From an optimization exercise on the open Yosys and OpenROAD flow, aimed at small area; shortcuts taken in it are not production practice.
The RTL was checked by simulation tests, not by an equivalence proof against the original design.

## job 101
==> flow/design.v (excerpt) <==
module final_project_6(
	input CLOCK_50,
	input RESET_N,           
	input [2:0] BUTTON,
	input [9:0] SW,
	output [0:6]	HEX0,HEX1,HEX2,HEX3,
	output VGA_HS,		 
	output VGA_VS,		 
	output VGA_BLANK,		 
	output VGA_SYNC,		 
	output [3:0] VGA_R,  	 
	output [3:0] VGA_G,		 
	output [3:0] VGA_B   	 
);
	wire [9:0] x;
	wire [6:0] yq;
	wire [3:0] yr;
	wire [2:0] idx;
	game game(BUTTON[1], BUTTON[0], BUTTON[2], CLOCK_50, RESET_N, x, yq, yr, idx, HEX0, HEX1, HEX2, HEX3);
	vga u1(
	   .iCLK(CLOCK_50),
	   .iRST_N(RESET_N & SW[9]),
	   .idx(idx),
	   .px(x),
	   .pyq(yq),
	   .pyr(yr),
	   .VGA_R(VGA_R),
	   .VGA_G(VGA_G),
	   .VGA_B(VGA_B),
	   .VGA_H_SYNC(VGA_HS),
	   .VGA_V_SYNC(VGA_VS),
	   .VGA_SYNC(VGA_SYNC),
	   .VGA_BLANK(VGA_BLANK)
	);
endmodule
Size: ~1600 cells after synthesis, about 0.010 sq mm of cells after synthesis.
export LEC_CHECK = 0
export ABC_AREA = 1
export CAP_MARGIN = 20
export CORE_MARGIN = 2
export CORE_UTILIZATION = 70
export PLACE_DENSITY = 0.8
export SLEW_MARGIN = 20
create_clock -name core_clock -period 20.0 [get_ports {CLOCK_50}]
standard.sh (not shown) runs the stock make flow with config.mk's settings and CLKGATE_MAP_FILE= SYNTH_SCRIPT=/design/flow/synth_recipe.tcl, a recipe that flattens the netlist after the stock synthesis.
==> flow/flow/run.sh <==
#!/bin/bash
# Layout flow: the standard synthesis, then the combinational logic between the
# registers is re-mapped by ABC for area (the registers are kept as they are, same
# cells and names), then the standard layout from floorplan to the end.
set -euo pipefail
HERE=$(pwd)
R=$HERE/orfs/results/sky130hd/final_project_6/base
LIB=$FLOW_HOME/platforms/sky130hd/lib/sky130_fd_sc_hd__tt_025C_1v80.lib
YOSYS=$FLOW_HOME/../tools/install/yosys/bin/yosys
[ -x "$YOSYS" ] || YOSYS=$(command -v yosys)

# 1. standard synthesis
bash standard.sh synth > 1_standard_synth.log 2>&1

# 2. re-map the logic
cp $R/1_2_yosys.v $HERE/standard_netlist.v
DU=""
for c in $(cat flow/dont_use.txt); do DU="$DU -dont_use $c"; done
cat > $HERE/abc_area.abc <<EOA
strash
&get -n
&deepsyn -I 4 -T 240
&put
dch -f
amap
EOA
$YOSYS -p "
read_liberty -ignore_miss_func $LIB
blackbox sky130_fd_sc_hd__dfxtp_1 sky130_fd_sc_hd__edfxtp_1 sky130_fd_sc_hd__dfrtp_1 sky130_fd_sc_hd__dfstp_1 sky130_fd_sc_hd__conb_1
read_verilog $HERE/standard_netlist.v
hierarchy -check -top final_project_6
flatten
opt -purge
tee -o $HERE/stat_before.txt stat -liberty $LIB
abc -liberty $LIB $DU -script $HERE/abc_area.abc
read_liberty -lib -ignore_redef $LIB
hierarchy -check -top final_project_6
opt_clean -purge
splitnets
opt_clean -purge
hilomap -singleton -hicell sky130_fd_sc_hd__conb_1 HI -locell sky130_fd_sc_hd__conb_1 LO
insbuf -buf sky130_fd_sc_hd__buf_1 A X
opt_clean -purge
check -assert -mapped
tee -o $HERE/stat_after.txt stat -liberty $LIB
write_verilog -noattr -nohex -nodec $HERE/reopt_netlist.v
" > 2_reopt.log 2>&1
cp $HERE/reopt_netlist.v $R/1_2_yosys.v
rm -f $R/1_synth.odb $R/1_synth.sdc

# 3. standard layout from the new netlist
# smallest buffer on the ports; a lighter clock tree
bash standard.sh BUFFER_PORTS_ARGS="-buffer_cell sky130_fd_sc_hd__buf_1" \
	CTS_ARGS="$(cat flow/cts_args.txt)" finish > 3_standard_finish.log 2>&1
Other scripts of this flow, unchanged in this note and not shown: flow/flow/cts_args.txt, flow/flow/dont_use.txt
Setup changes, job 101 to job 103
-- flow/design.v --
<<< job 101, line 194
		end
	reg [9:0] P;
	reg [3:0] f1, f2, f3;
	wire w2 = ge10(P, 10'd562);    
	wire w3 = ge10(P, 10'd322);    
>>> job 103, line 194
		end
	reg [9:0] P;
	reg [3:0] f1;
	wire w2 = ge10(P, 10'd562);    
	wire w3 = ge10(P, 10'd322);    
<<< job 101, line 203
		if (!rst_n) begin
			P <= 10'd120;
			f1 <= 4'hf; f2 <= 4'hf; f3 <= 4'hf;
		end else if (ptick) begin
			P <= (P == 10'd0) ? 10'd801 : dec10(P);
			if (P == 10'd0) f1 <= {f1[0] ^ f1[1], f1[3:1]};
			if (P == 10'd562) f2 <= {f2[0] ^ f2[1], f2[3:1]};
			if (P == 10'd322) f3 <= {f3[0] ^ f3[1], f3[3:1]};
		end
	wire [10:0] l2s = addc(P, w2 ? 10'd462 : 10'd240);
	wire [10:0] l3s = addc(P, w3 ? 10'd702 : 10'd480);
>>> job 103, line 203
		if (!rst_n) begin
			P <= 10'd120;
			f1 <= 4'hf;
		end else if (ptick) begin
			P <= (P == 10'd0) ? 10'd801 : dec10(P);
			if (P == 10'd0) f1 <= {f1[0] ^ f1[1], f1[3:1]};
		end
	wire [3:0] f1p = {f1[2:0], f1[3] ^ f1[0]};
	wire [3:0] f2 = w2 ? f1p : f1;
	wire [3:0] f3 = w3 ? f1p : f1;
	wire [10:0] l2s = addc(P, w2 ? 10'd462 : 10'd240);
	wire [10:0] l3s = addc(P, w3 ? 10'd702 : 10'd480);
<<< job 101, line 238
		endcase
		case ({ek, eop})
			3'b001: ev = {4'd0, hq1};
			3'b011: ev = {4'd0, hq2};
			3'b101: ev = {4'd0, hq3};
			default: ev = P;
		endcase
		case (ek)
>>> job 103, line 239
		endcase
		case ({ek, eop})
			3'b000: ev = l1;
			3'b001: ev = {4'd0, hq1};
			3'b010: ev = l2;
			3'b011: ev = {4'd0, hq2};
			3'b100: ev = l3;
			default: ev = {4'd0, hq3};
		endcase
		case (ek)
<<< job 101, line 250
	end
	wire [10:0] ed = diff(eu, ev);
	wire colx = en && ((ek == 2'd0) ? sin(ed, 11'd30, 11'd140) :
	                   (ek == 2'd1) ? (w2 ? sin(ed, -11'sd532, -11'sd422) : sin(ed, 11'd270, 11'd380)) :
	                                  (w3 ? sin(ed, -11'sd292, -11'sd182) : sin(ed, 11'd510, 11'd620)));
	wire sx = en && ((ek == 2'd0) ? sin(ed, 11'd20, 11'd70) :
	                 (ek == 2'd1) ? (w2 ? sin(ed, -11'sd542, -11'sd492) : sin(ed, 11'd260, 11'd310)) :
	                                (w3 ? sin(ed, -11'sd302, -11'sd252) : sin(ed, 11'd500, 11'd550)));
	wire e_0 = (ed == 11'd0);
	wire rowc = sge11(ed, 11'd1) || (e_0 && ez) || sge11(-11'sd9, ed);
>>> job 103, line 253
	end
	wire [10:0] ed = diff(eu, ev);
	wire colx = en && sin(ed, 11'd30, 11'd140);
	wire sx = en && sin(ed, 11'd20, 11'd70);
	wire e_0 = (ed == 11'd0);
	wire rowc = sge11(ed, 11'd1) || (e_0 && ez) || sge11(-11'sd9, ed);
Global-route usage (job 103 over job 101): increase, 3.4 points
[job 103] logic depth of the worst path, buffers included fell 20% relative to job 101
Job 103 vs. job 101: post-CTS repair timing setup buffer count now sits at about the same level, via count now sits higher, proportion of cell area occupied by registers now sits lower, setup slack now sits higher, final clock period utilization by the worst path now sits lower.
Cmp job 101 and job 103 / total number of multi-input combinational cells / lower: job 101
Placer congestion estimate (job 103 over job 101): increase, about 6%
For final worst clock skew, job 103 and job 101 come out practically identical.
Diff job 101 -> job 103 | proportion of cell area occupied by multi-input gates | increase of 1.5 points
Number of flip-flops and latches, job 101 and job 103: smaller value in job 103
Looking at job 101 and job 103, the synthesis-to-finish area growth is a wash.

-- afterwards: timing with drivers on the ports --
No port has a modelled driver above. Below, the same layouts with a new extraction and two added sets of constraints.
Step 1 assumes that a clkbuf_16 drives the clock port and a buf_2 every other input.
Step 2 moves the port delays by t, midway between the first and last clock arrival at a register: inputs arrive t later, outputs are due t later. That takes back most of the time a late clock gives input paths.
a / b / c = ideal ports / drivers / drivers and shift; a / b = the first two.
| run | t, ns | setup WS [ns] | worst setup path after step 2 | latest minus earliest clock arrival (ns) | slew at the worst register clock pin (ns) |
|---|---|---|---|---|---|
| job 101 | 0.492 | 8.465 / 8.426 / 8.918 | register to output | 0.028 / 0.028 | 0.09 / 0.09 |
| job 103 | 0.506 | 8.978 / 8.934 / 9.441 | register to output | 0.028 / 0.029 | 0.09 / 0.09 |
After both steps setup and hold are still met in every run listed.
